This design comes from an exercise in tuning for small area on the open sky130 flow, not from production work.
Only simulation tests tie the RTL to the original design; equivalence was not proved.
Power and IR drop assume default switching activity.

==> flow/design.v <==
module IntMemReqHold
  (
   AxVALIDhold,
   AxREADYhold,
   AxREADYhold_c,
   ACLK,
   ARESETn,
   AxVALID,
   AxREADY,
   xREADY,
   xVALID,
   xLAST
   );
  input	 ACLK;
  input	 ARESETn;
  output AxVALIDhold;    
  output AxREADYhold;    
  output AxREADYhold_c;  
  input	 AxVALID;        
  input	 AxREADY;        
  input	 xREADY;         
  input	 xVALID;         
  input	 xLAST;          
  wire	      wait_for_resp_in;
  reg	        wait_for_resp;
  assign AxVALIDhold = AxVALID & ~wait_for_resp;
  assign AxREADYhold = AxREADY & ~wait_for_resp;
  assign AxREADYhold_c = AxREADY & ~wait_for_resp_in;
  assign        wait_for_resp_in = ((AxREADY & AxVALID) | wait_for_resp) &  
				      ~(xLAST & xVALID & xREADY);  
  always @(posedge ACLK or negedge ARESETn)
    begin
      if (!ARESETn)
	begin
	  wait_for_resp <=   1'b0;
	end
      else
	begin
	  wait_for_resp <=   wait_for_resp_in;
	end
    end
endmodule
module IntMemAdrNxt
  (
    AddrIn,
    AxLEN,
    AxSIZE,
    AxBURST,
    Step,
    AddrOut
  );
  input  [19 : 0] AddrIn;     
  input   [3 : 0] AxLEN;      
  input   [2 : 0] AxSIZE;     
  input   [1 : 0] AxBURST;    
  input           Step;       
  output [19 : 0] AddrOut;    
  wire fixed = (AxBURST == 2'b00);
  wire wrap  = (AxBURST == 2'b10);
  wire [3:0] mask;
  assign mask[3] = ~fixed & AxSIZE[2];
  assign mask[2] = ~fixed & (AxSIZE[2] | (AxSIZE[1] & AxSIZE[0]));
  assign mask[1] = ~fixed & (AxSIZE[2] | AxSIZE[1]);
  assign mask[0] = ~fixed & (AxSIZE[2] | AxSIZE[1] | AxSIZE[0]);
  reg  [7:0] win;
  always @(*) begin
    case (AxSIZE)
      3'd0:    win = {4'b0, AxLEN[3:0]};
      3'd1:    win = {3'b0, AxLEN[3:0], 1'b0};
      3'd2:    win = {2'b0, AxLEN[3:0], 2'b0};
      3'd3:    win = {1'b0, AxLEN[3:0], 3'b0};
      default: win = {AxLEN[3:0], 4'b0};
    endcase
  end
  wire [19:0] p = {AddrIn[19:4], AddrIn[3:0] | (mask & {4{Step}})};
  wire [19:0] pr = {AddrIn[19:4], AddrIn[3:0] | mask};
  wire [8:0]  cr;
  wire [20:0] c;
  assign cr[0] = ~fixed;
  assign c[0]  = Step & cr[0];
  genvar i;
  generate
    for (i = 1; i <= 8; i = i + 1) begin : g_lo
      if (i < 8) begin : g_w
        assign cr[i] = cr[i-1] & pr[i-1] & ~(wrap & ~win[i] & ~(i < 4 ? mask[i % 4] : 1'b0));
      end else begin : g_8
        assign cr[i] = cr[i-1] & pr[i-1] & ~wrap;
      end
      assign c[i] = Step & cr[i];
    end
    for (i = 9; i <= 20; i = i + 1) begin : g_hi
      assign c[i] = c[i-1] & p[i-1];
    end
  endgenerate
  assign AddrOut = p ^ c[19:0];
endmodule
module IntMemAddrGen
  (
   ACLK,          
   ARESETn,       
   AxADDR,        
   AxSIZE,        
   AxBURST,       
   AxLEN,         
   AxID,          
   AxVALID,       
   AxREADY,       
   AddrOut,       
   AddrId,        
   AddrLast,      
   AddrValid,     
   DataLast,      
   xVALID,        
   xREADY,        
   xSTEP,         
   AddrStart      
   );
  parameter	    ID_WIDTH   = 4;            
  parameter	    READ       = 0;
  localparam	    ID_MAX     = ID_WIDTH-1;
  input		          ACLK;
  input		          ARESETn;
  input [31:0]	    AxADDR;
  input [2:0]	      AxSIZE;
  input [1:0]	      AxBURST;
  input [7:0]	      AxLEN;
  input [ID_MAX:0]  AxID;
  input		          AxVALID;
  input		          AxREADY;
  output [31:0]	    AddrOut;
  output [ID_MAX:0] AddrId;
  output	          AddrLast;
  output	          AddrValid;
  output	          DataLast;
  input		          xVALID;
  input		          xREADY;
  input		          xSTEP;
  output [31:16]    AddrStart;
  reg [31:0]	      AxADDRmuxr;    
  reg [19:16]	      AxADDRs;       
  reg [3:0]	        AxLENr;        
  reg [2:0]	        AxSIZEr;
  reg [1:0]	        AxBURSTr;
  reg [ID_MAX:0]    AxIDr;
  reg [7:0]	        AddrCountr;    
  reg 		          nlastr;        
  wire [19:0]       AxADDRinc;
  wire [7:0]	      AddrCount;
  wire validreq  = AxVALID & AxREADY;
  wire validresp = xVALID & xREADY;
  always @ (posedge ACLK)
    if (validreq) begin
      AxADDRs   <= AxADDR[19:16];
      AxLENr    <= AxLEN[3:0];
      AxSIZEr   <= AxSIZE;
      AxBURSTr  <= AxBURST;
    end
  assign AddrId  = validreq ? AxID : AxIDr;
  always @ (posedge ACLK or negedge ARESETn)
    if (!ARESETn)
      AxIDr   <= {ID_WIDTH{1'b0}};
    else
      AxIDr   <= AddrId;
  IntMemAdrNxt u_IntMemAdrNxt
    (.AddrIn  (AxADDRmuxr[19:0]),
     .AxLEN   (AxLENr),
     .AxSIZE  (AxSIZEr),
     .AxBURST (AxBURSTr),
     .Step    (xSTEP),
     .AddrOut (AxADDRinc));
  assign AddrOut = validreq  ? AxADDR : {AxADDRmuxr[31:20], AxADDRinc};
  always @ (posedge ACLK or negedge ARESETn)
    if (!ARESETn)
      AxADDRmuxr[31:20] <= 12'h000;
    else
      AxADDRmuxr[31:20] <= AddrOut[31:20];
  always @ (posedge ACLK or negedge ARESETn)
    if (!ARESETn)
      AxADDRmuxr[19:0] <= 20'h00000;
    else if (validreq | (validresp & ~DataLast))
      AxADDRmuxr[19:0] <= AddrOut[19:0];
  assign AddrStart = {AxADDRmuxr[31:20], AxADDRs};
  wire cnt_nz = (AddrCountr != 8'h0);
  assign AddrValid = validreq | (validresp & cnt_nz);
  assign AddrCount = validreq ? AxLEN : (AddrCountr - {7'b0, validresp});
  assign AddrLast  = (AddrCount == 8'h0) & AddrValid;
  always @ (posedge ACLK)
    AddrCountr <= AddrCount;
  assign DataLast = validreq ? ((AxLEN == 8'h0) & validresp) : nlastr;
  wire data_next_last = READ ? (AddrCountr == 8'h1) : (AddrCount == 8'h1);
  always @ (posedge ACLK or negedge ARESETn)
    if (!ARESETn)
      nlastr <= 1'b1;
    else
      nlastr <= validresp ? data_next_last
                          : (validreq ? (AxLEN == 8'h0) : (!xVALID & nlastr));
endmodule
module IntMemWrCtrl (
                   ACLK,
                   ARESETn,
                   AWID,
                   AWADDR,
                   AWLEN,
                   AWSIZE,
                   AWBURST,
                   AWVALID,
                   AWREADY,
                   AWLOCK,
                   WVALID,
                   WREADY,
                   BID,
                   BRESP,
                   BVALID,
                   BREADY,
                   WAddrValid,
                   WAddrReady,
                   WAddrStart,
                   WAddrOut
);
  parameter           DATA_WIDTH = 128;            
  parameter           ID_WIDTH   = 4;              
  localparam          DATA_MAX   = DATA_WIDTH-1;   
  localparam          ID_MAX     = ID_WIDTH-1;     
  input                     ACLK;        
  input                     ARESETn;     
  input [ID_MAX : 0]  AWID;        
  input [31 : 0]      AWADDR;      
  input [7 : 0]       AWLEN;       
  input [2 : 0]       AWSIZE;      
  input [1 : 0]       AWBURST;     
  input                     AWVALID;     
  output                    AWREADY;     
  input [1:0]               AWLOCK ;
  input                     WVALID;      
  output                    WREADY;      
  output [ID_MAX : 0] BID;         
  output [1 : 0]      BRESP;       
  output                    BVALID;      
  input                     BREADY;      
  output                    WAddrValid;  
  input                     WAddrReady;  
  output [31 : 0]     WAddrOut;    
  output [31 : 16]    WAddrStart;  
  wire                      ACLK;        
  wire                      ARESETn;     
  reg         bresp0 ;
  wire [ID_MAX : 0]   AWID;        
  wire [31 : 0]       AWADDR;      
  wire [7 : 0]        AWLEN;       
  wire [2 : 0]        AWSIZE;      
  wire [1 : 0]        AWBURST;     
  wire                      AWVALID;     
  wire                      AWVALIDhold;
  wire                      AWREADY;     
  wire                      AWREADYi;
  wire                      AWREADYhold;
  wire                      WVALID;      
  wire                      WREADY;      
  wire [ID_MAX : 0]   BID;         
  wire [1 : 0]        BRESP;       
  wire                      BVALID;      
  wire                      BREADY;      
  wire                      WAddrValid;  
  wire                      WAddrReady;  
  wire [31 : 0]       WAddrOut;    
  wire [31 : 0]       AddrOut;
  wire [ID_MAX : 0]   AddrId;
  wire                      AddrLast;
  wire                      AddrValid;
  wire                      AddrReady;
  wire                      DataLast;
  wire                      wrongwid;
  wire                      brespi;
  reg [ID_MAX : 0]    bidr;
  reg                         bvalidr;
  reg                         wreadyr;
  reg                       AddrValidr;
  assign WAddrValid         = AddrValid;
  assign WAddrOut[31:0]     = AddrOut[31:0];
  assign AddrReady          = WAddrReady;
  assign AWREADY            = AWREADYhold;
  assign AWREADYi           = AWVALIDhold & WVALID & WAddrReady;
  assign WREADY             =   WAddrReady & ( AWVALIDhold ? WVALID : wreadyr) ;
  assign BID[ID_MAX:0]      = bidr[ID_MAX:0];
  assign BRESP[1:0]         = {1'b0, bresp0} ;
  assign brespi             = wrongwid;
  assign BVALID             = bvalidr;
  IntMemAddrGen #(ID_WIDTH) u_IntMemAddrGen
    (
     .ACLK(ACLK),
     .ARESETn(ARESETn),
     .AxADDR(AWADDR),
     .AxSIZE(AWSIZE),
     .AxBURST(AWBURST),
     .AxLEN(AWLEN),
     .AxID(AWID),
     .AxVALID(AWVALIDhold),
     .AxREADY(AWREADYhold),
     .AddrOut(AddrOut),
     .AddrId(AddrId),
     .AddrLast(AddrLast),
     .AddrValid(AddrValid),
     .DataLast(DataLast),
     .AddrStart(WAddrStart),
     .xVALID(WVALID),
     .xREADY(WREADY),
     .xSTEP(WVALID & WAddrReady & wreadyr)
     );
  always @ (posedge ACLK or negedge ARESETn)
  begin
      if(!ARESETn)
          bresp0 <= 1'b0 ;
      else if(~bvalidr & AWVALID & AWREADY)
          bresp0 <= (AWLOCK == 2'b01) ;
  end
  always @ (posedge ACLK or negedge ARESETn)
    if (!ARESETn) begin
      bidr[ID_MAX:0] <=   ID_WIDTH*{1'b0};
      bvalidr        <=   1'b0;
      wreadyr        <=   1'b0;
    end else begin  
      bidr[ID_MAX:0] <=   DataLast ? AddrId[ID_MAX:0] : bidr[ID_MAX:0];
      bvalidr        <=   bvalidr  ? (!BREADY)        : (DataLast & AddrValid);
      wreadyr        <=   !AddrLast & WREADY;
    end 
  assign wrongwid = 1'b0;
  IntMemReqHold u_IntMemReqHold
    (
     .AxVALIDhold(AWVALIDhold),
     .AxREADYhold(AWREADYhold),
     .AxREADYhold_c (),
     .ACLK(ACLK),
     .ARESETn(ARESETn),
     .AxVALID(AWVALID),
     .AxREADY(AWREADYi),
     .xREADY(BREADY),
     .xVALID(BVALID),
     .xLAST(1'b1)
     );
endmodule
module IntMemRdCtrl (
                   ACLK,
                   ARESETn,
                   ARID,
                   ARADDR,
                   ARLEN,
                   ARSIZE,
                   ARBURST,
                   ARVALID,
                   ARREADY,
                   ARLOCK,
                   RID,
                   RLAST,
                   RDATA,
                   RRESP,
                   RVALID,
                   RREADY,
                   RAddrValid,
                   RAddrReady,
                   RAddrStart,
                   RAddrOut,
                   RData,
                   RResp
                  );
  parameter		DATA_WIDTH = 128;            
  parameter		ID_WIDTH   = 4;              
  localparam		DATA_MAX   = DATA_WIDTH-1;   
  localparam		ID_MAX     = ID_WIDTH-1;     
  input			            ACLK;        
  input			            ARESETn;     
  input [ID_MAX:0]	    ARID;        
  input [31:0]	        ARADDR;      
  input [7:0]		        ARLEN;       
  input [2:0]		        ARSIZE;      
  input [1:0]		        ARBURST;     
  input			            ARVALID;     
  output		            ARREADY;     
  input [1:0]		            ARLOCK;     
  output [ID_MAX:0]	    RID;         
  output		            RLAST;       
  output [DATA_MAX:0]	  RDATA;       
  output [1:0]   	      RRESP;       
  output		            RVALID;      
  input			            RREADY;      
  output		            RAddrValid;  
  input			            RAddrReady;  
  output [31:0]	        RAddrOut;    
  output [31:16]	      RAddrStart;  
  input			            RResp;       
  input [DATA_MAX:0]	  RData;       
  wire [ID_MAX:0]	      RID;         
  wire			            RLAST;       
  wire [DATA_MAX:0]	    RDATA;       
  wire [1:0]		        RRESP;       
  wire			            RVALID;      
  wire			            RREADY;      
  wire			            ARVALIDhold;
  wire			            ARREADYhold;
  wire			            RAddrValid;  
  wire			            RAddrReady;  
  wire [31:0]		        RAddrOut;    
  wire			            RResp;       
  wire [DATA_MAX:0]  	  RData;       
  wire [31:0]		        AddrOut;
  wire [31:0]		        MaskAddr;
  wire [31:0]		        AddrInv;
  wire [ID_MAX:0]	      AddrId;
  wire			            AddrLast;
  wire			            AddrValid;
  wire			            AddrReady;
  wire			            DataLast;
  reg			              DataValid;
  reg			              RDataHeld;
  reg			              RREADYr;
  reg			              AddrValidr;
  reg			              DataLastr;
  wire [DATA_MAX:0]	    RDatai;
  reg  [DATA_MAX:0]	    RDatar;
  wire [31:0]		        AddrBitUsed;
  reg  [127:0]		      ShiftMe;
  reg  [DATA_MAX:0]	    MaskDatar;
  wire [DATA_MAX:0]	    MaskAndDataX;
  wire [DATA_MAX:0]	    MaskOrDataX;
  reg  [DATA_MAX:0]	    RDATAr;
  reg			              ValidReqr;
  wire [2:0]		        Size;
  reg			              selRDATAr;
  wire                  AxREADYhold_c;
  reg [1:0] RRESP_TYPE ;
  assign RAddrValid         = AddrValid;
  assign RAddrOut[31:0]     = AddrOut[31:0];
  assign AddrReady          = RAddrReady;
  assign ARREADY            = ARREADYhold;
  assign RID[ID_MAX:0]      = AddrId [ID_MAX : 0];
  assign RLAST              = DataLast | DataLastr;
  assign RRESP[1:0]         = RRESP_TYPE;
  assign RVALID             = DataValid;
  assign RDATA[DATA_MAX:0]  = RDatai[DATA_MAX:0] ;
  assign RDatai[DATA_MAX:0]  = (AddrValidr)
                                ? RData[DATA_MAX:0]
                                : (RDatar[DATA_MAX:0] & {DATA_WIDTH{RDataHeld}});
  IntMemAddrGen #(.ID_WIDTH(ID_WIDTH), .READ(1)) u_IntMemAddrGen
    (
     .ACLK     (ACLK),
     .ARESETn  (ARESETn),
     .AxADDR   (ARADDR),
     .AxSIZE   (ARSIZE),
     .AxBURST  (ARBURST),
     .AxLEN    (ARLEN),
     .AxID     (ARID),
     .AxVALID  (ARVALIDhold),
     .AxREADY  (ARREADYhold),
     .AddrOut  (AddrOut),
     .AddrId   (AddrId),
     .AddrLast (AddrLast),
     .AddrValid(AddrValid),
     .DataLast (DataLast),
     .AddrStart(RAddrStart),
     .xVALID   (RVALID),
     .xREADY   (RREADY),
     .xSTEP    (RVALID & RREADY)
     );
  always @ (posedge ACLK or negedge ARESETn)
    if (!ARESETn) begin
      DataValid  <=   1'b0;
      AddrValidr <=   1'b0;
      DataLastr  <=   1'b0;
      RDataHeld  <=   1'b0;
    end else begin
      DataValid  <=   	(AddrReady & AddrValid) ? 1'b1 :
	                         (RREADY ? 1'b0 : DataValid);
      AddrValidr <=   AddrValid;
      DataLastr  <=   (RREADY | (RVALID & ~DataLastr)) ? (DataLast & ~RREADY) : DataLastr;
      RDataHeld  <=   RDataHeld | AddrValidr;
    end 
  always @ (posedge ACLK)
    RDatar     <=   RDatai;
  always @ (posedge ACLK or negedge ARESETn)
  begin
      if(!ARESETn)
      begin
          RRESP_TYPE <= 2'b00 ;
      end
      else if(ARVALID & ARREADY)
      begin
          RRESP_TYPE <= {1'b0, ARLOCK == 2'b01};
      end
  end
  IntMemReqHold U_IntMemReqHold
    (
     .AxVALIDhold     (ARVALIDhold),
     .AxREADYhold     (ARREADYhold),
     .AxREADYhold_c   (AxREADYhold_c),
     .ACLK            (ACLK),
     .ARESETn         (ARESETn),
     .AxVALID         (ARVALID),
     .AxREADY         (RAddrReady),
     .xREADY          (RREADY),
     .xVALID          (RVALID),
     .xLAST           (RLAST)
   );
endmodule
module IntMemArb (
                   ACLK,
                   ARESETn,
                   mem_type,
                   read_done,
                   write_done,
                   remap,
                   waddr_valid,
                   axi_awvalid,
                   waddr_ready,
                   waddr_out,
                   axi_awaddr,
                   axi_awready,
                   waddr_start,
                   raddr_valid,
                   axi_arvalid,
                   raddr_ready,
                   raddr_out,
                   axi_araddr,
                   axi_arready,
                   raddr_start,
                   mem0_cs_n,
                   mem0_wr_n,
                   mem0_rd_n,
                   mem0_addr,
                   mem0_wr_addr,
                   mem1_cs_n,
                   mem1_wr_n,
                   mem1_rd_n,
                   mem1_addr,
                   mem1_wr_addr,
                   mem2_cs_n,
                   mem2_wr_n,
                   mem2_rd_n,
                   mem2_addr,
                   mem2_wr_addr 
);
input           ACLK;
input           ARESETn;
input           mem_type;
input           read_done;
input           write_done;
input           remap;
input           axi_awvalid;
input           waddr_valid;
input  [31:0]   waddr_out; 
output          waddr_ready;
input  [31:0]   axi_awaddr;    
input           axi_awready;
input  [31:16]  waddr_start;
input           axi_arvalid;
input           raddr_valid;
input  [31:0]   raddr_out;      
output          raddr_ready;
input  [31:0]   axi_araddr;   
input           axi_arready;
input  [31:16]  raddr_start;
output          mem0_cs_n;
output          mem0_wr_n;
output          mem0_rd_n;
output [31:0]   mem0_addr;
output [31:0]   mem0_wr_addr;
output          mem1_cs_n;
output          mem1_wr_n;
output          mem1_rd_n;
output [31:0]   mem1_addr;
output [31:0]   mem1_wr_addr;
output          mem2_cs_n;
output          mem2_wr_n;
output          mem2_rd_n;
output [31:0]   mem2_addr;
output [31:0]   mem2_wr_addr;
parameter IDLE   = 2'b00;
parameter RD     = 2'b01;
parameter WR     = 2'b10;
parameter RDWR   = 2'b11;
wire        arb_c;
wire        arb_r;
wire        arb_w;
reg [1:0]   mem_status;
reg         waddr_ready;
reg         raddr_ready;
wire        sp_mem;     
wire [31:0] mux_addr;
wire     mem_cs_n      = !( waddr_valid | raddr_valid );
wire     mem_bank0     = mem0_addr[20]; 
wire     mem_bank1     = !mem0_addr[20];
wire     mem_sub_bank0 = ~((mem0_addr[18:15]==4'h0)&(mem0_addr[14:12]==3'd0|mem0_addr[14:12]==3'd1));
wire     mem_sub_bank1 = ((mem0_addr[18:15]==4'h0)&(mem0_addr[14:12]==3'd0|mem0_addr[14:12]==3'd1));
assign   mem0_cs_n    = mem_cs_n ; 
assign   mem0_wr_n    = (!waddr_valid) | mem0_cs_n;
assign   mem0_rd_n    = !raddr_valid | mem0_cs_n;
assign   mem0_wr_addr = waddr_out;
assign   mem1_cs_n    = 1'b1; 
assign   mem1_wr_n    = (!waddr_valid) | mem1_cs_n;
assign   mem1_rd_n    = (!raddr_valid) | mem1_cs_n;
assign   mem1_wr_addr = waddr_out;
assign   mem2_cs_n    = 1'b1; 
assign   mem2_wr_n    = (!waddr_valid) | mem2_cs_n;
assign   mem2_rd_n    = (!raddr_valid) | mem2_cs_n;
assign   mem2_wr_addr = waddr_out;
assign   mux_addr     = ( mem_status == 2'b01 ) ? raddr_out  : waddr_out ; 
assign   sp_mem       = ( mem_type == 1'b0 );
assign   mem0_addr    = raddr_out;
assign   mem1_addr    = (sp_mem & (mem_status != 2'b01)) ? waddr_out : raddr_out;
wire     [31:13] m2_borrow;
wire     [31:20] m2_zpre;
wire             m2_b20 = sp_mem & ~|mem1_addr[19:13];
assign   m2_borrow[13] = sp_mem;
assign   m2_zpre[20]   = 1'b1;
genvar   gi;
generate
  for (gi = 14; gi <= 19; gi = gi + 1) begin : g_m2lo
    assign m2_borrow[gi] = m2_borrow[gi-1] & ~mem1_addr[gi-1];
  end
  for (gi = 21; gi <= 31; gi = gi + 1) begin : g_m2z
    assign m2_zpre[gi] = m2_zpre[gi-1] & ~mem1_addr[gi-1];
  end
  for (gi = 20; gi <= 31; gi = gi + 1) begin : g_m2hi
    assign m2_borrow[gi] = m2_b20 & m2_zpre[gi];
  end
endgenerate
assign   mem2_addr    = {mem1_addr[31:13] ^ m2_borrow, mem1_addr[12:0]};
reg aw_pend;
reg ar_pend;
always @(posedge ACLK)begin
     aw_pend <= axi_awvalid & ~axi_awready;
     ar_pend <= axi_arvalid & ~axi_arready;
end
    wire [31:16] cmp_w = (mem_status == WR && !aw_pend) ? waddr_start : axi_awaddr[31:16];
    wire [31:16] cmp_r = (mem_status == RD && !ar_pend) ? raddr_start : axi_araddr[31:16];
    wire         cmp_eq = (cmp_w == cmp_r);
    assign arb_c =  cmp_eq;
    assign arb_w =  cmp_eq;
    assign arb_r =  cmp_eq;
always @(*) begin
     waddr_ready = mem_status[1];
     raddr_ready = mem_status[0];
end
always @(posedge ACLK or negedge ARESETn)begin
     if(!ARESETn)
         mem_status    <= 2'b00;
     else case (mem_status)
        IDLE: begin
             if(axi_awvalid & !axi_arvalid)
                mem_status    <= WR;
             else if(axi_arvalid & !axi_awvalid)
                mem_status    <= RD;
             else if(axi_awvalid & axi_arvalid & arb_c)
                mem_status    <= WR;
             else if(axi_awvalid & axi_arvalid & !arb_c)
                mem_status    <= RDWR;
         end
         WR: begin
             if (write_done & axi_arvalid)
                mem_status    <= RD;
             else if(axi_arvalid & !arb_r)
                mem_status    <= RDWR;
             else if (write_done)
                mem_status    <= IDLE;
         end
         RD: begin
             if (read_done & axi_awvalid)
                mem_status    <= WR;
             else if(axi_awvalid & !arb_w)
                mem_status    <= RDWR;
             else if (read_done)
                mem_status    <= IDLE;
         end
         default: begin
             if(read_done & write_done)
                mem_status    <= IDLE;
             else if (read_done )
                mem_status    <= WR;
             else if (write_done)
                mem_status    <= RD;
         end
    endcase
end
endmodule
module IntMem (
            scan_en,
            aclk,
            areset_n,
            mem_type,
            remap,
            axi_awid,
            axi_awaddr,
            axi_awlen,
            axi_awsize,
            axi_awburst,
            axi_awlock,
            axi_awcache,
            axi_awprot,
            axi_awvalid,
            axi_awready,
            axi_wdata,
            axi_wstrb,
            axi_wlast,
            axi_wvalid,
            axi_wready,
            axi_bid,
            axi_bresp,
            axi_bvalid,
            axi_bready,
           axi_arid,      
           axi_araddr,       
           axi_arlen,     
           axi_arsize,    
           axi_arburst,   
           axi_arlock,    
           axi_arcache,   
           axi_arprot,    
           axi_arvalid,   
           axi_arready,
           axi_rid,
           axi_rdata,
           axi_rresp,
           axi_rlast,
           axi_rvalid,
           axi_rready,
           mem0_cs_n,
           mem0_wr_n,
           mem0_rd_n,
           mem0_wr_byte_en,
           mem0_addr,
           mem0_wr_addr,
           mem0_din,
           mem0_dout,
           mem1_cs_n,
           mem1_wr_n,
           mem1_rd_n,
           mem1_wr_byte_en,
           mem1_addr,
           mem1_wr_addr,
           mem1_din,
           mem1_dout,
           mem2_cs_n,
           mem2_wr_n,
           mem2_rd_n,
           mem2_wr_byte_en,
           mem2_addr,
           mem2_wr_addr,
           mem2_din,
           mem2_dout 
);
parameter             ID_WIDTH   = 12;           
parameter             DATA_WIDTH = 128;          
localparam            ID_MAX     = ID_WIDTH-1;
input               scan_en;
input               aclk;                                               
input               areset_n;
input               mem_type;  
input               remap;
input  [ ID_MAX:0]  axi_awid;
input  [31:0]       axi_awaddr;
input  [ 7:0]       axi_awlen;   
input  [ 2:0]       axi_awsize;   
input  [ 1:0]       axi_awburst;   
input  [ 1:0]       axi_awlock;   
input  [ 3:0]       axi_awcache;   
input  [ 2:0]       axi_awprot;   
input               axi_awvalid;
output              axi_awready;
input  [DATA_WIDTH-1:0]      axi_wdata;
input  [DATA_WIDTH/8-1:0]       axi_wstrb;
input               axi_wlast;
input               axi_wvalid;
output              axi_wready;
output [ ID_MAX:0]  axi_bid;
output [ 1:0]       axi_bresp;
output              axi_bvalid;
input               axi_bready;
input  [ ID_MAX:0]  axi_arid;
input  [31:0]       axi_araddr;   
input  [ 7:0]       axi_arlen;
input  [ 2:0]       axi_arsize;
input  [ 1:0]       axi_arburst;
input  [ 1:0]       axi_arlock;
input  [ 3:0]       axi_arcache;
input  [ 2:0]       axi_arprot;
input               axi_arvalid;
output              axi_arready;
output [ ID_MAX:0]  axi_rid;
output [DATA_WIDTH-1:0]      axi_rdata;
output [ 1:0]       axi_rresp;
output              axi_rlast;   
output              axi_rvalid;       
input               axi_rready;
output              mem0_cs_n;    
output              mem0_wr_n;    
output              mem0_rd_n;    
output  [DATA_WIDTH/8-1:0]      mem0_wr_byte_en;
output  [31:0]      mem0_addr;    
output  [31:0]      mem0_wr_addr; 
output  [DATA_WIDTH-1:0]      mem0_din;
input   [DATA_WIDTH-1:0]      mem0_dout;
output              mem1_cs_n;    
output              mem1_wr_n;    
output              mem1_rd_n;    
output  [DATA_WIDTH/8-1:0]      mem1_wr_byte_en;
output  [31:0]      mem1_addr;    
output  [31:0]      mem1_wr_addr; 
output  [DATA_WIDTH-1:0]     mem1_din;
input   [DATA_WIDTH-1:0]     mem1_dout;
output              mem2_cs_n;    
output              mem2_wr_n;    
output              mem2_rd_n;    
output  [DATA_WIDTH/8-1:0]      mem2_wr_byte_en;
output  [31:0]      mem2_addr;    
output  [31:0]      mem2_wr_addr; 
output  [DATA_WIDTH-1:0]     mem2_din;
input   [DATA_WIDTH-1:0]     mem2_dout;
wire                waddr_valid;
wire                waddr_ready;
wire  [31:0]        waddr_out;
wire  [31:16]       waddr_start;
wire  [31:16]       raddr_start;
wire                raddr_valid;
wire                raddr_ready;
wire  [31:0]        raddr_out;
wire  [DATA_WIDTH-1:0]       rdata;
wire  [7:0]         mem_wr_mask;
wire                read_done;
wire                write_done;
assign  rdata           = mem0_dout;
assign  mem0_din        =  axi_wdata;
assign  mem0_wr_byte_en =  axi_wstrb;
assign  mem1_din        =  axi_wdata;
assign  mem1_wr_byte_en =  axi_wstrb;
assign  mem2_din        =  axi_wdata;
assign  mem2_wr_byte_en =  axi_wstrb;
assign  read_done      =  ( axi_rready & axi_rlast & axi_rvalid ) ;
assign  write_done     =  ( axi_bvalid & axi_bready ) ;
IntMemWrCtrl #(DATA_WIDTH,ID_WIDTH) u_IntMemWrCtrl(
                   .ACLK                 (aclk),
                   .ARESETn              (areset_n),
                   .AWID                 (axi_awid), 
                   .AWADDR               (axi_awaddr),
                   .AWLEN                (axi_awlen),
                   .AWSIZE               (axi_awsize),
                   .AWBURST              (axi_awburst),
                   .AWVALID              (axi_awvalid),
                   .AWREADY              (axi_awready),
                   .AWLOCK               (axi_awlock),
                   .WVALID               (axi_wvalid),
                   .WREADY               (axi_wready),
                   .BID                  (axi_bid),
                   .BRESP                (axi_bresp),
                   .BVALID               (axi_bvalid),
                   .BREADY               (axi_bready),
                   .WAddrValid           (waddr_valid),
                   .WAddrReady           (waddr_ready),
                   .WAddrOut             (waddr_out),
                   .WAddrStart           (waddr_start)
);
IntMemRdCtrl #(DATA_WIDTH,ID_WIDTH) u_IntMemRdCtrl(
                   .ACLK                 (aclk),
                   .ARESETn              (areset_n),
                   .ARID                 (axi_arid),
                   .ARADDR               (axi_araddr),
                   .ARLEN                (axi_arlen),
                   .ARSIZE               (axi_arsize),
                   .ARBURST              (axi_arburst),
                   .ARVALID              (axi_arvalid),
                   .ARREADY              (axi_arready),
                   .ARLOCK               (axi_arlock),
                   .RID                  (axi_rid),
                   .RLAST                (axi_rlast),
                   .RDATA                (axi_rdata),
                   .RRESP                (axi_rresp),
                   .RVALID               (axi_rvalid),
                   .RREADY               (axi_rready),
                   .RAddrValid           (raddr_valid),
                   .RAddrReady           (raddr_ready),
                   .RAddrOut             (raddr_out),
                   .RAddrStart           (raddr_start),
                   .RData                (rdata),
                   .RResp                (1'b0)
                  );
IntMemArb u_IntMemArb (
                   .ACLK                 (aclk),
                   .ARESETn              (areset_n),
                   .mem_type             (mem_type),
                   .read_done            (read_done),
                   .write_done           (write_done),
                   .remap                (remap),
                   .waddr_valid          (waddr_valid),
                   .axi_awvalid          (axi_awvalid),
                   .waddr_ready          (waddr_ready),
                   .waddr_out            (waddr_out),
                   .axi_awaddr           (axi_awaddr),
                   .axi_awready          (axi_awready),
                   .waddr_start          (waddr_start),
                   .raddr_valid          (raddr_valid),
                   .axi_arvalid          (axi_arvalid),                   
                   .raddr_ready          (raddr_ready),
                   .raddr_out            (raddr_out),
                   .axi_araddr           (axi_araddr),
                   .axi_arready          (axi_arready),
                   .raddr_start          (raddr_start),
                   .mem0_cs_n             (mem0_cs_n),
                   .mem0_wr_n             (mem0_wr_n),
                   .mem0_rd_n             (mem0_rd_n),
                   .mem0_addr             (mem0_addr),
                   .mem0_wr_addr          (mem0_wr_addr),
                   .mem1_cs_n             (mem1_cs_n),
                   .mem1_wr_n             (mem1_wr_n),
                   .mem1_rd_n             (mem1_rd_n),
                   .mem1_addr             (mem1_addr),
                   .mem1_wr_addr          (mem1_wr_addr),
                   .mem2_cs_n             (mem2_cs_n),
                   .mem2_wr_n             (mem2_wr_n),
                   .mem2_rd_n             (mem2_rd_n),
                   .mem2_addr             (mem2_addr),
                   .mem2_wr_addr          (mem2_wr_addr)
);
endmodule
==> flow/flow/run.sh <==
#!/bin/bash
set -euo pipefail
export BUFFER_PORTS_ARGS="-buffer_cell sky130_fd_sc_hd__buf_1"
export CTS_ARGS="-sink_clustering_enable -repair_clock_nets -dont_use_dummy_load -sink_clustering_size 15 -sink_clustering_max_diameter 70 -buf_list {sky130_fd_sc_hd__clkbuf_8}"
bash standard.sh finish > standard_flow.log 2>&1
==> flow/standard.sh <==
#!/bin/bash
# synth_recipe.tcl (not shown) runs the flow's synth.tcl, then flattens the netlist and writes it again
# the make line also repeats each setting of config.mk as NAME=value (left out here)
make -C /OpenROAD-flow-scripts/flow DESIGN_CONFIG=/design/flow/config.mk WORK_HOME=/design/flow/orfs CLKGATE_MAP_FILE= SYNTH_SCRIPT=/design/flow/synth_recipe.tcl "${@:-finish}"
==> flow/config.mk <==
export PLATFORM = sky130hd
export DESIGN_NAME = IntMem
export DESIGN_NICKNAME = IntMem
export VERILOG_FILES = /design/flow/design.v
export SDC_FILE = /design/flow/constraint.sdc
export NUM_CORES = 4
export LEC_CHECK = 0
export CAP_MARGIN = 20
export CORE_AREA = 10 10 530 530
export DIE_AREA = 0 0 540 540
export SLEW_MARGIN = 20
==> flow/constraint.sdc <==
create_clock -name core_clock -period 11.0 [get_ports {aclk}]
set_input_delay 2.2000 -clock core_clock [delete_from_list [all_inputs] [get_ports {aclk}]]
set_output_delay 2.2000 -clock core_clock [all_outputs]
set_load 0.01 [all_outputs]
==> flow_summary.ini, run 1 <==
[pwr]
p_int_mw = 2.403
p_sw_frac = 0.4904
total_leakage_power_nw = 6.771
p_clk_frac = 0.128
powerDensity_nw_per_um2 = 235.0
p_seq_frac = 0.349
ir_worst_vdd_mv = 0.1451
p_comb_frac = 0.523
netSwitchingPower_mw = 2.312

[floorplan]
rows = 190
die_w_um = 540
initial_core_util = 0.06219
die_area_um2 = 291600
die_h_um = 540
io_pins = 1466
core_area_um2 = 268600

[routing]
via_per_inst = 2.327
highest_layer = met5
met3_length_um = 25310
wl_met1_um = 30000
dr.pass1.iters = 5
drt_iter0_drc = 676
wl_per_cell_um = 22.54
wl_um = 122300
drcViolationCount = 0
met2_length_um = 62170
antenna_left = 0
num_vias = 12626

[setup_path]
cp.arrival_ps = 8160
cp_slowest_stage_delay_ps = 500
reg2reg_to = u_IntMemRdCtrl.u_IntMemAddrGen.AxADDRmuxr[19]
path_class = in2out
r2r-start = u_IntMemRdCtrl.u_IntMemAddrGen.AxBURSTr[0]
worst_path_most_repeated_cell = ha_1
critPathMaxFanout = 10
rrSetupSlack_ps = 5910
r2r_cells = 21
cp.required_ps = 8800
cp_slowest_cell = a211oi_1
cp-start-kind = primary input
worstSetupEndpointType = output pin

[clock_network]
htreeDepth = 1
cts.path.max_buffers = 3
cts_made_buffers = 27
root_buffer = clkbuf_8
post_cts_buffers = 0
clk_pin_slew_ps = 50
cts_tree = built
clk_latency_ps = 710
ctsResizeCount = 0
ctsHoldBuffers = 0
clkSinkCount = 286

[global_route]
grt_pass1_vias = 13104
antenna_found_initial = 22
grt_max_degree = 70
grt_pass1_wl_um = 150400
grt_usage = 0.07859
grt_overflow_total = 0

[sta]
finalCritPeriodShare = 0.9417
setup_violations = 0
tns_ps = 0
hold_viol_final = 0
skew_ps = 110.2
slew_headroom = 0.3258
rsz0062_at_grt = false
period_needed_ps = 10360
fmax_ghz = 0.09654
hold-worst-slack_ps = 467.6
worstMarginPinSlew_ps = 1011
slew_viol_final = 0

[min_path]
hold_path.class = reg2reg
holdPathEnd = u_IntMemRdCtrl.RDatar[16]
min_from = u_IntMemRdCtrl.RDatar[16]
hold_depth = 1

[yosys]
synth_common_cells = 520 x buf_4, 164 x nand2_1, 146 x dfxtp_1
synth_top_cells_by_area = buf_4 23%, dfxtp_1 17%, dfrtp_1 17%
synth_top_area_frac = 0.2337
ys_ff_latch = 286
synth-seq-area-share = 0.3926
synth_area_um2 = 16710
synth.most_common_cell = buf_4
ys_warn_count = 7
synth_ff_type = dfxtp_1
ys_async_sr_fraction = 0.3986
syn_avg_cell_area_um2 = 9.423
yosysTopAreaCell = buf_4
synth-edff-count = 26
syn_inst = 1773
synthDistinctLibCells = 70

[layout]
area.growth.synth_to_final_pct = 20.11
final_area_um2 = 20070
drive_above_1_share = 0.07630
num-nets-final = 2567
fill_cells = 31610
register_area_um2 = 6563
multiInputGateArea_um2 = 5759

[placement]
gp_congestion = 0.8126
dp.final_hpwl_um = 109300
io_buffers = 608
dpl_cell_area_um2 = 19660

[outcome]
outcome = finished clean

[flow_run]
maxCapViolCount = 0
cell type report:
type,count,share of cell area
Inverter,75,0.01403
Timing Repair Buffer,645,0.1302
Tap cell,3552,0.2215
Clock buffer,27,0.01852
Multi-Input combinational cell,828,0.2870
Sequential cell,286,0.3270
Antenna cell,14,0.001746
cells in the final DEF, fill, tap and decap left out, drive strengths merged, types with 4 or more instances in the layout:
cell / count
ha: 33
a22o: 128
o211ai: 5
buf: 645
a31oi: 7
mux2: 28
o21ai: 53
inv: 75
nor2b: 6
clkbuf: 27
nand4: 8
nand3: 9
a21oi: 46
nand2b: 14
nor2: 79
nor4: 20
or2: 6
diode: 14
nand3b: 4
dfrtp: 112
nor3b: 6
dfxtp: 146
edfxtp: 26
xor2: 16
nand2: 164
nor3: 17
conb: 8
xnor2: 29
mux2i: 100
per-stage QoR:
step                         util  instances  power [mW]  worst slack [ps]
final                     0.07470       5427       4.715             641.1
after global routing      0.07463       5419       5.123             123.1
after CTS                 0.07457       5413       4.906             612.2
after detailed placement  0.07319       5386       4.261             623.7
after global placement    0.07312       5385       4.250             665.6
after floorplan                 -       1779       3.151              2165
registers in the layout (all words and copies together), names as in the netlist, 2 cells and up:
register                                   flops
u_IntMemArb.mem_status                         2
u_IntMemRdCtrl.RDatar                        128
u_IntMemRdCtrl.u_IntMemAddrGen.AddrCountr      8
u_IntMemRdCtrl.u_IntMemAddrGen.AxADDRmuxr     32
u_IntMemRdCtrl.u_IntMemAddrGen.AxADDRs         4
u_IntMemRdCtrl.u_IntMemAddrGen.AxBURSTr        2
u_IntMemRdCtrl.u_IntMemAddrGen.AxIDr          12
u_IntMemRdCtrl.u_IntMemAddrGen.AxLENr          4
u_IntMemRdCtrl.u_IntMemAddrGen.AxSIZEr         3
u_IntMemWrCtrl.bidr                           12
u_IntMemWrCtrl.u_IntMemAddrGen.AddrCountr      8
u_IntMemWrCtrl.u_IntMemAddrGen.AxADDRmuxr     32
u_IntMemWrCtrl.u_IntMemAddrGen.AxADDRs         4
u_IntMemWrCtrl.u_IntMemAddrGen.AxBURSTr        2
u_IntMemWrCtrl.u_IntMemAddrGen.AxIDr          12
u_IntMemWrCtrl.u_IntMemAddrGen.AxLENr          4
u_IntMemWrCtrl.u_IntMemAddrGen.AxSIZEr         3
routing by layer:
layer  GRT usage  vias up
met5    0.004220        -
met4     0.02783        8
met3     0.07223      208
met2      0.1444     1076
met1     0.05539     5706
li1            -     5628
power groups by stage:
stage	sequential [mW]	clock, mW	combinational (mW)
finish	1.65	0.603	2.47
global route	1.69	0.676	2.76
CTS	1.64	0.651	2.61
detailed placement	1.65	0	2.61
global placement	1.66	0	2.59
floorplan	1.61	0	1.54
how the worst max path moves through the flow:
| stage | from | end | slack, ps | cells past startpoint |
|---|---|---|---|---|
| 2_1_floorplan | axi_rready | mem2_addr[30] | 2170 | 23 |
| 3_3_place_gp | axi_rready | mem2_addr[27] | 670 | 27 |
| 3_5_place_dp | axi_rready | mem2_addr[26] | 620 | 27 |
| 4_1_cts | axi_rready | mem2_addr[25] | 610 | 27 |
| 5_1_grt | axi_rready | mem2_addr[25] | 120 | 27 |
| 6_report | axi_rready | mem2_addr[26] | 640 | 27 |
critical path, delay by kind of cell:
family / cells / cell delay, ps
AO/OA/AOI/OAI: 5 / 1810
multiplexers: 1 / 200
buffers and inverters: 4 / 750
adder cells (fa/ha/maj): 11 / 1810
AND/OR/NAND/NOR: 6 / 1340
logic make-up (layout without fill, tap and decap cells):
group / count (synthesis) / in the layout / synth area share
xor gates and xnor gates: 45 / 45 / 0.02359
DFF: 286 / 286 / 0.3926
buffers and inverters: 665 / 747 / 0.2678
AOI/OAI and AO/OA: 263 / 263 / 0.1147
muxes: 128 / 128 / 0.07878
and+or+nand+nor: 351 / 351 / 0.09743
other: 2 / 22 / 0.0004495
adders and majority gates: 33 / 33 / 0.02471
==> inputs of run 2 (changes only) <==
--- a/flow/config.mk
+++ b/flow/config.mk
@@ -5,6 +5,7 @@
 export SDC_FILE = /design/flow/constraint.sdc
 export NUM_CORES = 4
 export LEC_CHECK = 0
+export ABC_AREA = 1
 export CAP_MARGIN = 20
 export CORE_AREA = 10 10 530 530
 export DIE_AREA = 0 0 540 540
==> run 2 against run 1 <==
Non-clock buffer count stayed put. Critical path depth is 5 higher. First-iteration DRC count is 40% higher. Register-to-register slack better by 30 ps. Still clean on timing, DRC and antenna. Worst hold slack worse by 1.4 ps. Clock skew is 3.1 ps higher. Fmax is 1.2% higher. Via count is 20% higher. Utilization is 0.33 points higher. Synthesized cell count is 33% higher. Critical path type unchanged. Clock-buffer cell count is 8 higher.
==> flow_summary.ini, run 2 <==
[outcome]
outcome = finished clean

[sta]
tns_ps = 0
worstMarginPinSlew_ps = 1048
fmax_ghz = 0.09770
finalCritPeriodShare = 0.9305
rsz0062_at_grt = false
slew_viol_final = 0
slew_headroom = 0.3010
skew_ps = 113.3
period_needed_ps = 10240
hold-worst-slack_ps = 466.2
hold_viol_final = 0
setup_violations = 0

[yosys]
syn_avg_cell_area_um2 = 7.489
synth-seq-area-share = 0.3714
synth_ff_type = dfxtp_1
ys_warn_count = 7
synthDistinctLibCells = 54
synth_top_area_frac = 0.2219
synth_common_cells = 671 x nand2_1, 522 x buf_4, 190 x nand3_1
synth.most_common_cell = nand2_1
yosys-mux-area-fraction = 0
yosysTopAreaCell = buf_4
yosys.area_share.simple = 0.2457
synth_top_cells_by_area = buf_4 22%, dfxtp_1 17%, dfrtp_1 16%
synth_area_um2 = 17660
ys_async_sr_fraction = 0.3986
synth_top_family_by_area = buffers and inverters
synth_xor_area_frac = 0.01190
synthAdderAreaFrac = 0.02338
synth_compound_area_frac = 0.06852
syn_inst = 2358
ys_ff_latch = 286
synth-edff-count = 26

[floorplan]
die_h_um = 540
io_pins = 1466
die_w_um = 540
core_area_um2 = 268600
initial_core_util = 0.06573
die_area_um2 = 291600
rows = 190

[setup_path]
worstSetupEndpointType = output pin
cp_slowest_cell = buf_1
cp.required_ps = 8800
r2r-start = u_IntMemWrCtrl.u_IntMemAddrGen.AxSIZEr[2]
rrSetupSlack_ps = 5940
r2r_cells = 25
critPathMaxFanout = 5
path_class = in2out
cp-start-kind = primary input
cp.arrival_ps = 8040
cp_slowest_stage_delay_ps = 470
worst_path_most_repeated_cell = ha_1
reg2reg_to = u_IntMemWrCtrl.u_IntMemAddrGen.AxADDRmuxr[18]

[pwr]
p_int_mw = 2.542
powerDensity_nw_per_um2 = 256.8
total_leakage_power_nw = 8.232
p_seq_frac = 0.311
p_sw_frac = 0.5278
ir_worst_vdd_mv = 0.1598
p_comb_frac = 0.555
p_clk_frac = 0.135
netSwitchingPower_mw = 2.841

[global_route]
grt_overflow_total = 0
antenna_found_initial = 21
grt_pass1_wl_um = 181600
grt_usage = 0.09762
grt_max_degree = 104
grt_pass1_vias = 15247

[layout]
fill_cells = 31866
mostFrequentLayoutCells = 671 x nand2_1, 600 x buf_1, 190 x nand3_1
largest_reg_flops = 128
num-nets-final = 3142
final_common_cell = nand2_1
drive_above_1_share = 0.05952
largest_register = u_IntMemRdCtrl.RDatar
top_regs = u_IntMemRdCtrl.RDatar (128), u_IntMemRdCtrl.u_IntMemAddrGen.AxADDRmuxr (32), u_IntMemWrCtrl.u_IntMemAddrGen.AxADDRmuxr (32)
area.growth.synth_to_final_pct = 18.71
final_util = 0.07803

[placement]
io_buffers = 608
dp.final_hpwl_um = 132700
gp_congestion = 0.8135

[routing]
drcViolationCount = 0
num_vias = 15194
dr.pass1.iters = 6
wl_per_cell_um = 24.99
wl_um = 149900
via_per_inst = 2.533
antenna_left = 0
drt_iter0_drc = 948

[min_path]
min_from = u_IntMemRdCtrl.u_IntMemAddrGen.AddrCountr[0]
holdPathEnd = u_IntMemRdCtrl.u_IntMemAddrGen.nlastr
hold_path.class = reg2reg
hold_depth = 2

[clock_network]
htreeDepth = 2
cts_made_buffers = 35
cts_tree = built
ctsResizeCount = 0
ctsHoldBuffers = 0
clkSinkCount = 286
clk_latency_ps = 740
root_buffer = clkbuf_8
cts.path.max_buffers = 3
clk_pin_slew_ps = 100
post_cts_buffers = 0

[flow_run]
maxCapViolCount = 0
==> run 2: changes by cell type after synthesis, sizes merged, moves of 23 or more <==
| cell | previous run | this run |
|---|---|---|
| mux2 | 28 | 0 |
| a31oi | 7 | 30 |
| mux2i | 100 | 0 |
| nand3 | 9 | 191 |
| a22o | 128 | 0 |
| inv | 75 | 165 |
| nand2 | 164 | 680 |
| nor2 | 79 | 103 |
| a21oi | 46 | 17 |
| o21ai | 53 | 128 |
==> run 2: cell type report <==
class                      count  area (um2)  share of cell area
multi-input combinational   1303        6221              0.2968
tap                         3552        4444              0.2120
antenna                       11       27.53            0.001313
timing repair buffer         645        2590              0.1236
sequential                   286        6566              0.3133
inverter                     167       630.6             0.03008
clock buffer                  35       481.7             0.02298
==> run 2: per-layer routing <==
metal	vias to the layer above	share of wire	GRT usage	wire length (um)
met5	-	0.0015	0.008440	226
met4	8	0.046	0.04059	6900
met3	200	0.23	0.1032	34300
met2	1244	0.50	0.1749	74790
met1	6662	0.22	0.06166	33720
li1	7080	-	-	-
==> run 2: stage by stage <==
step                      worst slack [ps]  area (um2)  cells  total power [mW]
after floorplan                       2360       17680   2364             3.385
after global placement               783.0       20440   5952             4.858
after detailed placement             759.6       20450   5953             4.880
after CTS                            729.3       20930   5988             5.669
after global routing                 263.4       20940   5991             5.872
final                                764.6       20960   5999             5.383
==> run 2: worst max-delay path, delay by kind of cell <==
family / cells / cell delay [ps]
compound gates: 2 / 610
xor+xnor: 1 / 180
fa+ha+maj: 11 / 1860
buf+inv: 5 / 830
simple gates: 13 / 2320
==> run 2: power by group through the flow <==
stage          combinational, mW  clock (mW)  sequential [mW]
6_report                    2.99       0.726             1.67
5_1_grt                     3.35       0.806             1.72
4_1_cts                     3.20       0.795             1.67
3_5_place_dp                3.19           0             1.69
3_3_place_gp                3.18           0             1.68
2_1_floorplan               1.74           0             1.65
==> run 2: kinds of logic after synthesis <==
group,count (synthesis)
buffers and inverters,775
and+or+nand+nor,1031
xor gates and xnor gates,24
AOI/OAI and AO/OA,207
DFF,286
other,2
adders and majority gates,33
==> run 2: worst max-delay path by stage <==
stage | from | to | slack, ps | cells after the start
after global placement | axi_rready | mem2_addr[29] | 780 | 28
after global routing | axi_rready | mem2_addr[31] | 260 | 29
final | axi_wvalid | mem2_addr[29] | 760 | 32
after detailed placement | axi_rready | mem2_addr[29] | 760 | 28
after floorplan | axi_wvalid | mem2_addr[21] | 2360 | 29
after CTS | axi_rready | mem2_addr[29] | 730 | 28
==> inputs of run 3 (changes only) <==
--- a/flow/config.mk
+++ b/flow/config.mk
@@ -5,8 +5,8 @@
 export SDC_FILE = /design/flow/constraint.sdc
 export NUM_CORES = 4
 export LEC_CHECK = 0
-export ABC_AREA = 1
 export CAP_MARGIN = 20
 export CORE_AREA = 10 10 530 530
 export DIE_AREA = 0 0 540 540
+export PLACE_DENSITY = 0.7
 export SLEW_MARGIN = 20
==> run 3 against run 2 <==
Still clean on timing, DRC and antenna. Critical path depth fell by 7. Power fell by 7.0%. Synthesized area shrank 5.4%. Clock-buffer cell count is 1 lower. Critical endpoint is now mem2_addr[28].
==> flow_summary.ini, run 3 <==
[outcome]
outcome = finished clean

[clock_network]
cts.path.max_buffers = 3
clk_latency_ps = 730
cts_made_buffers = 34
htreeDepth = 2
cts_tree = built
ctsHoldBuffers = 0
clk_pin_slew_ps = 30
root_buffer = clkbuf_8
clkSinkCount = 286

[sta]
hold_viol_final = 0
setup_violations = 0
worstMarginPinSlew_ps = 1168
period_needed_ps = 10510
tns_ps = 0
skew_ps = 121.6
finalCritPeriodShare = 0.9558
slew_headroom = 0.1992
fmax_ghz = 0.09511
setup_slack_ps = 486.4
rsz0062_at_grt = false
slew_viol_final = 0

[setup_path]
critical-path-top-delay-family = simple AND/OR/NAND/NOR gates
rrSetupSlack_ps = 5880
cp_slowest_stage_delay_ps = 700
reg2reg_to = u_IntMemRdCtrl.u_IntMemAddrGen.AxADDRmuxr[19]
critPathMaxFanout = 11
path_buf_inv = 4
cp.required_ps = 8800
cp-start-kind = primary input
path_class = in2out
r2r-start = u_IntMemRdCtrl.u_IntMemAddrGen.AxBURSTr[0]
worstSetupEndpointType = output pin
cp.arrival_ps = 8310
cp_slowest_cell = or4b_1
worst_path_most_repeated_cell = ha_1
r2r_cells = 20

[routing]
wl_per_cell_um = 27.02
wl_um = 146900
antenna_left = 0
dr.pass1.iters = 5
drcViolationCount = 0
via_per_inst = 2.399
drt_iter0_drc = 856
num_vias = 13045

[yosys]
yosysTopAreaCell = buf_4
synth.most_common_cell = buf_4
synth_common_cells = 520 x buf_4, 164 x nand2_1, 146 x dfxtp_1
synth_ff_type = dfxtp_1
ys_async_sr_fraction = 0.3986
synth_top_cells_by_area = buf_4 23%, dfxtp_1 17%, dfrtp_1 17%
synth-edff-count = 26
synth-seq-area-share = 0.3926
synth_top_area_frac = 0.2337
ys_warn_count = 7
syn_inst = 1773
synth_area_um2 = 16710
synthDistinctLibCells = 70
syn_avg_cell_area_um2 = 9.423
ys_ff_latch = 286

[layout]
largest_reg_flops = 128
largest_register = u_IntMemRdCtrl.RDatar
final_common_cell = buf_1
fill_cells = 31453
final_util = 0.07517
top_regs = u_IntMemRdCtrl.RDatar (128), u_IntMemRdCtrl.u_IntMemAddrGen.AxADDRmuxr (32), u_IntMemWrCtrl.u_IntMemAddrGen.AxADDRmuxr (32)
mostFrequentLayoutCells = 592 x buf_1, 164 x nand2_1, 146 x dfxtp_1
fin_cells = 5438
final_area_um2 = 20190
drive_above_1_share = 0.07734
area.growth.synth_to_final_pct = 20.86
num-nets-final = 2568

[global_route]
grt_usage = 0.09558
grt_max_degree = 77
grt_pass1_vias = 13508
grt_pass1_wl_um = 175300
grt_overflow_total = 0
antenna_found_initial = 66

[floorplan]
rows = 190
io_pins = 1466
die_w_um = 540
core_area_um2 = 268600
initial_core_util = 0.06219
die_area_um2 = 291600
die_h_um = 540

[pwr]
total_leakage_power_nw = 6.828
ir_worst_vdd_mv = 0.1509
powerDensity_nw_per_um2 = 247.9

[placement]
io_buffers = 608
gp_congestion = 0.8151
dp.final_hpwl_um = 132700
dp_cells = 5379
dpl_cell_area_um2 = 19650
dpl_worst_slack_ps = 305.5

[min_path]
min_from = u_IntMemRdCtrl.RDatar[119]
holdPathEnd = u_IntMemRdCtrl.RDatar[119]
hold_depth = 1
hold_path.class = reg2reg

[flow_run]
maxCapViolCount = 0
run 3: cell count changes after synthesis, moves of 23 or more:
cell,before,now
nand3_1,190,9
inv_1,159,74
mux2i_1,0,100
a22o_1,0,128
nand2_1,671,164
mux2_2,0,28
a21oi_1,17,44
a31oi_1,29,6
o21ai_0,98,50
run 3: routing by layer:
metal / up-vias / global-route usage / part of all wire
li1: 5648 / - / -
met1: 5809 / 0.06790 / 0.24
met2: 1239 / 0.1581 / 0.46
met3: 323 / 0.1037 / 0.24
met4: 26 / 0.04444 / 0.054
met5: - / 0.001948 / 0.0014
run 3: power by group:
group	total, mW	internal, mW	switching [mW]	leakage (nW)
clock network	0.710	0.274	0.436	0.245
registers	1.66	1.46	0.198	2.82
logic	2.64	0.738	1.90	3.76
total	5.01	2.47	2.53	6.83
run 3: final cells by class:
class	count	area [um2]	area share
clock buffer	34	467.9	0.02317
tap	3552	4444	0.2201
inverter	75	282.8	0.01400
timing repair buffer	639	2625	0.1300
antenna	24	60.06	0.002974
sequential	286	6563	0.3250
multi-input combinational	828	5751	0.2848
run 3: per-stage QoR:
step,hold WS [ps],total power [mW]
after floorplan,435.8,3.151
after global placement,449.7,4.412
after detailed placement,452.6,4.439
after CTS,466.1,5.208
after global routing,490.6,5.387
final,466.1,5.007
run 3: kinds of logic (layout without fill, tap and decap cells):
| logic type | Yosys count | in the layout | share of synthesized area |
|---|---|---|---|
| buffers and inverters | 665 | 748 | 0.2678 |
| AND/OR/NAND/NOR | 351 | 351 | 0.09743 |
| flip-flops | 286 | 286 | 0.3926 |
| AO/OA/AOI/OAI | 263 | 263 | 0.1147 |
| multiplexers | 128 | 128 | 0.07878 |
| XOR/XNOR | 45 | 45 | 0.02359 |
| adder cells (fa/ha/maj) | 33 | 33 | 0.02471 |
| other | 2 | 32 | 0.0004495 |
run 3: repair_timing:
action,CTS,global route
buffers inserted,0,0
gates resized for setup,0,1
endpoints found under the setup margin,0,2
run 3: how the worst max path moves through the flow:
stage          startpoint       endpoint  slack (ps)  depth (start not counted)
2_1_floorplan  axi_rready  mem2_addr[30]        2170                         23
3_3_place_gp   axi_wvalid  mem2_addr[28]         280                         25
3_5_place_dp   axi_wvalid  mem2_addr[28]         310                         25
4_1_cts        axi_wvalid  mem2_addr[28]         280                         25
5_1_grt        axi_wvalid  mem2_addr[31]          20                         25
6_report       axi_wvalid  mem2_addr[28]         490                         25
==> inputs of run 4 (changes only) <==
--- a/flow/config.mk
+++ b/flow/config.mk
@@ -8,5 +8,5 @@
 export CAP_MARGIN = 20
 export CORE_AREA = 10 10 530 530
 export DIE_AREA = 0 0 540 540
-export PLACE_DENSITY = 0.7
+export PLACE_DENSITY = 0.5
 export SLEW_MARGIN = 20
==> run 4 against run 3 <==
Routed wire length fell by 22%. Via count fell by 1.7%. Register-to-register slack barely moved. Sequential share of layout area barely moved. Power fell by 5.3%. Fmax rose by 1.6%. Critical endpoint is now mem2_addr[30]. Largest power group unchanged.
==> flow_summary.ini, run 4 <==
[outcome]
outcome = finished clean

[yosys]
ys_warn_count = 7
synth_compound_area_frac = 0.1147
synthAdderAreaFrac = 0.02471
syn_avg_cell_area_um2 = 9.423
synth.most_common_cell = buf_4
synth_top_family_by_area = buffers and inverters
synth-seq-area-share = 0.3926
synth_top_area_frac = 0.2337
yosys.area_share.simple = 0.09743
yosys-mux-area-fraction = 0.07878
synth-edff-count = 26
synth_xor_area_frac = 0.02359
synth_top_cells_by_area = buf_4 23%, dfxtp_1 17%, dfrtp_1 17%
synthDistinctLibCells = 70
synth_ff_type = dfxtp_1
ys_ff_latch = 286
yosysTopAreaCell = buf_4
synth_common_cells = 520 x buf_4, 164 x nand2_1, 146 x dfxtp_1
synth_area_um2 = 16710
ys_async_sr_fraction = 0.3986
syn_inst = 1773

[setup_path]
rrSetupSlack_ps = 5890
worstSetupEndpointType = output pin
critPathMaxFanout = 10
cp-start-kind = primary input
r2r_cells = 21
reg2reg_to = u_IntMemRdCtrl.u_IntMemAddrGen.AxADDRmuxr[19]
r2r-start = u_IntMemRdCtrl.u_IntMemAddrGen.AxBURSTr[0]
worst_path_most_repeated_cell = ha_1
path_buf_inv = 5
cp_slowest_cell = a211oi_1
path_class = in2out
cp.arrival_ps = 8150
critical-path-top-delay-family = adder cells
cp.required_ps = 8800
cp_slowest_stage_delay_ps = 480

[floorplan]
rows = 190
die_area_um2 = 291600
die_w_um = 540
io_pins = 1466
core_area_um2 = 268600
initial_core_util = 0.06219
die_h_um = 540

[clock_network]
clk_pin_slew_ps = 70
cts_tree = built
clk_latency_ps = 720
htreeDepth = 1
cts.path.max_buffers = 3
ctsResizeCount = 0
clkSinkCount = 286
ctsHoldBuffers = 0
root_buffer = clkbuf_8
cts_made_buffers = 29
post_cts_buffers = 0

[sta]
slew_viol_final = 0
skew_ps = 74.24
tns_ps = 0
setup_violations = 0
hold-worst-slack_ps = 472.0
finalCritPeriodShare = 0.9409
period_needed_ps = 10350
fmax_ghz = 0.09662
worstMarginPinSlew_ps = 1114
rsz0062_at_grt = false
hold_viol_final = 0
slew_headroom = 0.2576

[layout]
mostFrequentLayoutCells = 595 x buf_1, 164 x nand2_1, 146 x dfxtp_1
largest_register = u_IntMemRdCtrl.RDatar
drive_above_1_share = 0.07354
num-nets-final = 2569
top_regs = u_IntMemRdCtrl.RDatar (128), u_IntMemRdCtrl.u_IntMemAddrGen.AxADDRmuxr (32), u_IntMemWrCtrl.u_IntMemAddrGen.AxADDRmuxr (32)
area.growth.synth_to_final_pct = 20.74
final_common_cell = buf_1
final_area_um2 = 20170
largest_reg_flops = 128
fill_cells = 31556

[min_path]
hold_depth = 2
holdPathEnd = u_IntMemWrCtrl.u_IntMemAddrGen.AxIDr[2]
min_from = u_IntMemWrCtrl.u_IntMemAddrGen.AxIDr[2]
hold_path.class = reg2reg

[pwr]
powerDensity_nw_per_um2 = 235.1
total_leakage_power_nw = 6.836
ir_worst_vdd_mv = 0.1356

[placement]
gp_congestion = 0.8199
dpl_cell_area_um2 = 19740
io_buffers = 608
dp.final_hpwl_um = 102100

[routing]
drcViolationCount = 0
num_vias = 12821
wl_per_cell_um = 21.26
via_per_inst = 2.363
dr.pass1.iters = 5
antenna_left = 0
drt_iter0_drc = 736
wl_um = 115300

[global_route]
grt_max_degree = 101
antenna_found_initial = 21
grt_pass1_wl_um = 144500
grt_pass1_vias = 13731
grt_overflow_total = 0
grt_usage = 0.07426

[flow_run]
maxCapViolCount = 0
-- run 4: cell counts after synthesis --
No cell type changed its count.
-- run 4: cell type report --
type / count / area [um2] / share of cell area
multi-input cells: 828 / 5733 / 0.2842
clock buffers: 29 / 399.1 / 0.01979
inverters: 75 / 281.5 / 0.01396
diodes: 11 / 27.53 / 0.001365
well taps: 3552 / 4444 / 0.2203
flip-flops and latches: 286 / 6563 / 0.3253
repair buffers: 645 / 2725 / 0.1351
-- run 4: per-stage QoR --
stage	instances	setup slack, ps	total power [mW]	util
after global placement	5386	634.1	4.241	0.07347
after detailed placement	5386	568.4	4.263	0.07349
after floorplan	1779	2165	3.151	-
after global routing	5424	117.9	5.156	0.07508
after CTS	5415	517.1	4.927	0.07498
final	5426	650.4	4.742	0.07510
-- run 4: routing by layer --
metal,part of all wire,GRT usage,up-vias,wire [um]
met5,0.00044,0.0004869,-,51
met1,0.25,0.05316,5973,29320
met3,0.20,0.06553,198,22690
met4,0.043,0.03186,8,5001
met2,0.51,0.1351,1021,58270
li1,-,-,5621,-
-- run 4: cells by family (layout without fill, tap and decap cells) --
| group | count (synthesis) | after routing |
|---|---|---|
| and+or+nand+nor | 351 | 351 |
| other | 2 | 19 |
| AOI/OAI and AO/OA | 263 | 263 |
| DFF | 286 | 286 |
| adders and majority gates | 33 | 33 |
| xor gates and xnor gates | 45 | 45 |
| muxes | 128 | 128 |
| buffers and inverters | 665 | 749 |
-- run 4: worst max-delay path by stage --
stage / from / end / slack, ps / depth (start not counted)
3_3_place_gp: axi_wvalid / mem2_addr[29] / 630 / 25
6_report: axi_rready / mem2_addr[30] / 650 / 28
3_5_place_dp: axi_rready / mem2_addr[29] / 570 / 27
2_1_floorplan: axi_rready / mem2_addr[30] / 2170 / 23
4_1_cts: axi_rready / mem2_addr[29] / 520 / 27
5_1_grt: axi_rready / mem2_addr[25] / 120 / 28
-- run 4: worst register-to-register path: cells and delay by family (launching register included) --
family,cells,cell delay [ps]
adder cells (fa/ha/maj),11,2310
AND/OR/NAND/NOR,4,1010
AO/OA/AOI/OAI,2,500
flip-flops,1,470
buffers and inverters,2,330
multiplexers,1,200
XOR/XNOR,1,160
-- run 4: where the power goes --
group	internal [mW]	switching (mW)	total (mW)
combinational	0.752	1.71	2.46
sequential	1.46	0.200	1.66
clock	0.232	0.386	0.618
total	2.45	2.30	4.74
==> inputs of run 5 (changes only) <==
--- a/flow/config.mk
+++ b/flow/config.mk
@@ -8,5 +8,5 @@
 export CAP_MARGIN = 20
 export CORE_AREA = 10 10 530 530
 export DIE_AREA = 0 0 540 540
-export PLACE_DENSITY = 0.5
+export GPL_ROUTABILITY_DRIVEN = 0
 export SLEW_MARGIN = 20
==> run 5 against run 4 <==
Worst hold slack lost 4.4 ps. Synthesized area is the same. Via count shrank 1.5%. Largest cell class unchanged.
==> flow_summary.ini, run 5 <==
[outcome]
outcome = finished clean

[routing]
dr.pass1.iters = 5
via_per_inst = 2.327
antenna_left = 0
drt_iter0_drc = 676
drcViolationCount = 0
wl_um = 122300
num_vias = 12626
wl_per_cell_um = 22.54

[yosys]
synth-seq-area-share = 0.3926
synth_top_area_frac = 0.2337
synth.most_common_cell = buf_4
yosysTopAreaCell = buf_4
synth_common_cells = 520 x buf_4, 164 x nand2_1, 146 x dfxtp_1
synth_ff_type = dfxtp_1
ys_async_sr_fraction = 0.3986
synth_compound_area_frac = 0.1147
yosys.area_share.simple = 0.09743
synthAdderAreaFrac = 0.02471
ys_warn_count = 7
synth_top_family_by_area = buffers and inverters
synth-edff-count = 26
syn_inst = 1773
syn_avg_cell_area_um2 = 9.423
synthDistinctLibCells = 70
yosys-mux-area-fraction = 0.07878
synth_top_cells_by_area = buf_4 23%, dfxtp_1 17%, dfrtp_1 17%
synth_area_um2 = 16710
synth_xor_area_frac = 0.02359
ys_ff_latch = 286

[sta]
slew_headroom = 0.3258
skew_ps = 110.2
hold-worst-slack_ps = 467.6
setup_violations = 0
tns_ps = 0
hold_viol_final = 0
rsz0062_at_grt = false
worstMarginPinSlew_ps = 1011
fmax_ghz = 0.09654
slew_viol_final = 0
finalCritPeriodShare = 0.9417
period_needed_ps = 10360

[floorplan]
die_w_um = 540
io_pins = 1466
initial_core_util = 0.06219
rows = 190
core_area_um2 = 268600
die_h_um = 540
die_area_um2 = 291600

[setup_path]
cp_slowest_stage_delay_ps = 500
cp.required_ps = 8800
cp.arrival_ps = 8160
path_class = in2out
cp-start-kind = primary input
worst_path_most_repeated_cell = ha_1
critPathMaxFanout = 10
cp_slowest_cell = a211oi_1
worstSetupEndpointType = output pin

[clock_network]
cts_made_buffers = 27
post_cts_buffers = 0
root_buffer = clkbuf_8
clkSinkCount = 286
clk_latency_ps = 710
htreeDepth = 1
ctsHoldBuffers = 0
ctsResizeCount = 0
clk_pin_slew_ps = 50
cts.path.max_buffers = 3
cts_tree = built

[pwr]
total_leakage_power_nw = 6.771
powerDensity_nw_per_um2 = 235.0
ir_worst_vdd_mv = 0.1451

[placement]
dpl_cell_area_um2 = 19660
dp_cells = 5386
io_buffers = 608
dp.final_hpwl_um = 109300

[layout]
largest_reg_flops = 128
area.growth.synth_to_final_pct = 20.11
top_regs = u_IntMemRdCtrl.RDatar (128), u_IntMemRdCtrl.u_IntMemAddrGen.AxADDRmuxr (32), u_IntMemWrCtrl.u_IntMemAddrGen.AxADDRmuxr (32)
final_common_cell = buf_1
drive_above_1_share = 0.07630
fill_cells = 31610
final_util = 0.07470
largest_register = u_IntMemRdCtrl.RDatar
fin_cells = 5427
mostFrequentLayoutCells = 595 x buf_1, 164 x nand2_1, 146 x dfxtp_1
num-nets-final = 2567
final_area_um2 = 20070

[global_route]
grt_pass1_vias = 13104
grt_usage = 0.07859
grt_max_degree = 70
grt_overflow_total = 0
antenna_found_initial = 22
grt_pass1_wl_um = 150400

[min_path]
hold_path.class = reg2reg

[flow_run]
maxCapViolCount = 0
[run 5: cell types whose count changed in the layout (fill, tap and decap cells not counted), moves of 2 or more]
| cell | before | now |
|---|---|---|
| mux2i_1 | 99 | 94 |
| mux2i_2 | 1 | 6 |
| buf_4 | 39 | 49 |
| buf_12 | 9 | 0 |
| clkbuf_8 | 29 | 27 |
| diode_2 | 11 | 14 |
[run 5: worst paths after layout]
path	to	startpoint	slack, ps	depth (start not counted)
setup / recovery	mem2_addr[26]	axi_rready	640	27
hold / removal	u_IntMemRdCtrl.RDatar[16]	u_IntMemRdCtrl.RDatar[16]	470	1
setup reg to reg	u_IntMemRdCtrl.u_IntMemAddrGen.AxADDRmuxr[19]	u_IntMemRdCtrl.u_IntMemAddrGen.AxBURSTr[0]	5910	21
hold reg to reg	u_IntMemRdCtrl.RDatar[16]	u_IntMemRdCtrl.RDatar[16]	470	1
max in group asynchronous	u_IntMemRdCtrl.AddrValidr	areset_n	7920	2
min in group asynchronous	u_IntMemWrCtrl.bidr[10]	areset_n	1670	1
[run 5: cell families after synthesis]
logic type                 after synthesis
other                                    2
AOI/OAI and AO/OA                      263
buffers and inverters                  665
xor gates and xnor gates                45
DFF                                    286
adders and majority gates               33
muxes                                  128
and+or+nand+nor                        351
[run 5: through the flow]
step	total power, mW	setup slack (ps)
2_1_floorplan	3.151	2165
5_1_grt	5.123	123.1
3_5_place_dp	4.261	623.7
4_1_cts	4.906	612.2
6_report	4.715	641.1
3_3_place_gp	4.250	665.6
[run 5: area by class of cell]
cell class	instances	area, um2	share of cell area
clock buffer	27	371.6	0.01852
timing repair buffer	645	2613	0.1302
multi-input combinational	828	5759	0.2870
antenna	14	35.03	0.001746
inverter	75	281.5	0.01403
sequential	286	6563	0.3270
tap	3552	4444	0.2215
[run 5: metal layers]
metal,part of all wire,GRT usage,up-vias
met2,0.51,0.1444,1076
met1,0.25,0.05539,5706
met4,0.038,0.02783,8
met5,0.0011,0.004220,-
li1,-,-,5628
met3,0.21,0.07223,208
[run 5: report_power, final]
group          internal, mW  leakage (nW)  switching (mW)
clock network         0.217         0.194           0.386
registers              1.46          2.82           0.185
logic                 0.725          3.75            1.74
total                  2.40          6.77            2.31
[run 5: worst max-delay path, delay by kind of cell]
family | cells | cell delay [ps]
multiplexers | 1 | 200
adder cells (fa/ha/maj) | 11 | 1810
buffers and inverters | 4 | 750
AO/OA/AOI/OAI | 5 | 1810
AND/OR/NAND/NOR | 6 | 1340

==> afterwards: timing with drivers on the ports <==
Ports are ideal in the flow. The routed layouts listed here were re-timed in OpenROAD.
Step 1 sets driving cells, clkbuf_16 on the clock port and buf_2 on the other inputs (assumed; they add their load-dependent delay and slew).
Step 2, shift: input delay + t, output delay - t, t = (earliest + latest rising clock arrival at the registers) / 2. This alone moves slack from input paths to output paths.
a / b / c = ideal / step 1 / step 2; a / b = the first two.
run | t (ns) | slack for setup (ns) | slew at the worst register clock pin (ns) | worst data-port slew with drivers (ns)
run 1 | 0.731 | 0.641 / 0.609 / 0.609 | 0.11 / 0.11 | 0.51
run 2 | 0.760 | 0.765 / 0.714 / 0.714 | 0.10 / 0.10 | 0.77
run 3 | 0.745 | 0.486 / 0.408 / 0.408 | 0.10 / 0.10 | 0.80
run 4 | 0.728 | 0.650 / 0.621 / 0.621 | 0.11 / 0.11 | 0.59
run 5 | 0.731 | 0.641 / 0.609 / 0.609 | 0.11 / 0.11 | 0.51
After both steps every run listed still meets setup and hold. For run 3, which loses most, drivers alone change the setup slack by -0.078 ns; drivers and shift together by -0.078 ns.
